What follows belongs to an exercise in optimizing a design on an open flow for small area, a short achievable clock period and few clock cycles per item; a production flow would make more cautious choices.
In this exercise RTL edits were held to simulation tests only and were not proved equivalent to the original.

## NTTN
module NTTN   (input                           clk,reset,
               input                           load_w,
               input                           load_data,
               input                           start,
               input                           start_intt,
               input [14-1:0]      din,
               output reg                      done,
               output reg [14-1:0] dout
               );
export LEC_CHECK = 0
export ABC_AREA = 1
export CAP_MARGIN = 20
export CORE_MARGIN = 2
export CORE_UTILIZATION = 55
export SLEW_MARGIN = 20
export SETUP_SLACK_MARGIN = 6
create_clock -name core_clock -period 10.0 [get_ports {clk}]
standard.sh (not shown) runs the stock make flow with config.mk's settings and CLKGATE_MAP_FILE= SYNTH_SCRIPT=/design/flow/synth_recipe.tcl, a recipe that flattens the netlist after the stock synthesis.
==> flow/flow/run.sh <==
#!/bin/bash
set -euo pipefail
echo "export SETUP_SLACK_MARGIN = 6" >> config.mk
bash standard.sh > standard.log 2>&1
The starting point produced a clean layout.
Testbench counts at the start, summed over its fixed seeds: cycles 5,696, transforms 64.
Next try:
Settings changed: ABC_AREA 1 to not set, CAP_MARGIN 20 to 5, SLEW_MARGIN 20 to 5.
What happened: Maximum frequency drops by 0.47%; worst setup slack got worse by 0.019 ns; non-clock buffer count climbs by 31; via count drops by 13%; hold slack got worse by 0.012 ns; final area drops by 1.3%.

========
== the baseline ==
NTTN, a different RTL version from the one above (not shown whole).
Size: ~11,000 cells after synthesis, ~2,600 flip-flops, ~35 I/O pins.
==> flow/config.mk <==
export PLATFORM = sky130hd
export DESIGN_NAME = NTTN
export DESIGN_NICKNAME = NTTN
export VERILOG_FILES = /design/flow/design.v
export SDC_FILE = /design/flow/constraint.sdc
export NUM_CORES = 4
export LEC_CHECK = 0
export CAP_MARGIN = 20
export CORE_MARGIN = 2
export CORE_UTILIZATION = 40
export SLEW_MARGIN = 20
==> flow/constraint.sdc <==
create_clock -name core_clock -period 10.0 [get_ports {clk}]
set_input_delay 2.0000 -clock core_clock [delete_from_list [all_inputs] [get_ports {clk}]]
set_output_delay 2.0000 -clock core_clock [all_outputs]
set_load 0.01 [all_outputs]
run.sh (not shown) runs the stock make flow with config.mk's settings and CLKGATE_MAP_FILE= SYNTH_SCRIPT=/design/flow/synth_recipe.tcl, a recipe that flattens the netlist after the stock synthesis.
Stock flow here: none of the scripts above is used.
The baseline has completed all stages; timing, DRC and antenna checks passed.
Testbench counts of the baseline, summed over its fixed seeds: cycles 5,696, transforms 64.
--- input diff the baseline..the candidate ---
Settings: setting SETUP_SLACK_MARGIN to 5 for the first time.
Findings:
Final number of hold-violating endpoints across the baseline and the candidate: no real change.
Number of global-route vias before repair essentially unchanged between the baseline and the candidate.
Relative to the baseline, the candidate degrades largest clock skew in the final design.
Comparing global-route usage for the baseline and the candidate, the smaller number came from the candidate.
Diff the baseline -> the candidate | arrival time reported for the critical path endpoint | decrease of 0.19 ns
In terms of clock slew at the register clock pins of the worst setup and hold paths, the baseline and the candidate differ only marginally.
Relative to the baseline, the candidate improves first-pass GRT wire length.
From the baseline to the candidate the numbers moved as follows: number of multi-input logic gates closely matched the old numbers; worst slack on hold paths now larger.
Design area across the baseline and the candidate: no real change.

========
NTTN, a different RTL version from the one above (not shown whole).
Size: about 11000 cells after synthesis, roughly 2600 flip-flops, ~35 I/O pins.
Settings: LEC_CHECK=0, CAP_MARGIN=20, CORE_MARGIN=2, CORE_UTILIZATION=40, SETUP_SLACK_MARGIN=5, SLEW_MARGIN=20; clock period 10.0 ns.
The baseline produced a clean layout.
Testbench counts at the start, summed over its fixed seeds: cycles 5,568, transforms 64.
Change:
==> flow/flow/run.sh (new file) <==
#!/bin/bash
set -euo pipefail
echo "export SETUP_SLACK_MARGIN = 6" >> config.mk
bash standard.sh > standard.log 2>&1
==> flow/standard.sh (new file) <==
#!/bin/bash
# synth_recipe.tcl (not shown) runs the flow's synth.tcl, then flattens the netlist and writes it again
# the make line also repeats each setting of config.mk as NAME=value (left out here)
make -C /OpenROAD-flow-scripts/flow DESIGN_CONFIG=/design/flow/config.mk WORK_HOME=/design/flow/orfs CLKGATE_MAP_FILE= SYNTH_SCRIPT=/design/flow/synth_recipe.tcl "${@:-finish}"
CORE_UTILIZATION = 55   (was 40)
SETUP_SLACK_MARGIN = 6   (was 5)
removed: flow/run.sh
The changed run produced a clean layout.
Final cell count is lower by 7.0%.
First-iteration DRC count is higher by 8.9%.
Routed wire length stays flat.
Sequential share of layout area is lower by 0.19 points.
Final area is higher by 0.47%.
Global-route usage is higher by 7.9 points.
Setup slack gets better by 0.57 ns.

-- re-timing with driven ports --
In the flow no input, the clock included, has a driving cell. The finished layouts below were timed again as built, in two steps. Step 1 assumes that a clkbuf_16 drives the clock port and a buf_2 every other input. Step 2 moves the port delays by t, midway between the first and last clock arrival at a register: inputs arrive t later, outputs are due t later. That takes back most of the time a late clock gives input paths. Three values: ideal ports, drivers, drivers and shift; two values: the first two.
run | shift t [ns] | slack for setup (ns) | worst register clock-pin slew, ns | cell pins on the clock port's net
the first run of note 1 | 0.994 | 6.060 / 5.958 / 5.589 | 0.07 / 0.07 | 1
the second run of note 1 | 1.018 | 6.041 / 6.041 / 5.278 | 0.07 / 0.07 | 1
the baseline | 0.948 | 4.880 / 4.880 / 4.880 | 0.07 / 0.07 | 1
the candidate | 0.938 | 5.008 / 5.008 / 5.008 | 0.07 / 0.07 | 1
the first run of note 3 | 0.976 | 5.245 / 5.245 / 5.148 | 0.07 / 0.07 | 1
the second run of note 3 | 1.031 | 5.815 / 5.815 / 5.262 | 0.07 / 0.07 | 1
After both steps every run listed still meets setup and hold. The setup slack of the second run of note 1, which loses most, moves by 0.000 ns with the drivers and by -0.763 ns with both steps.
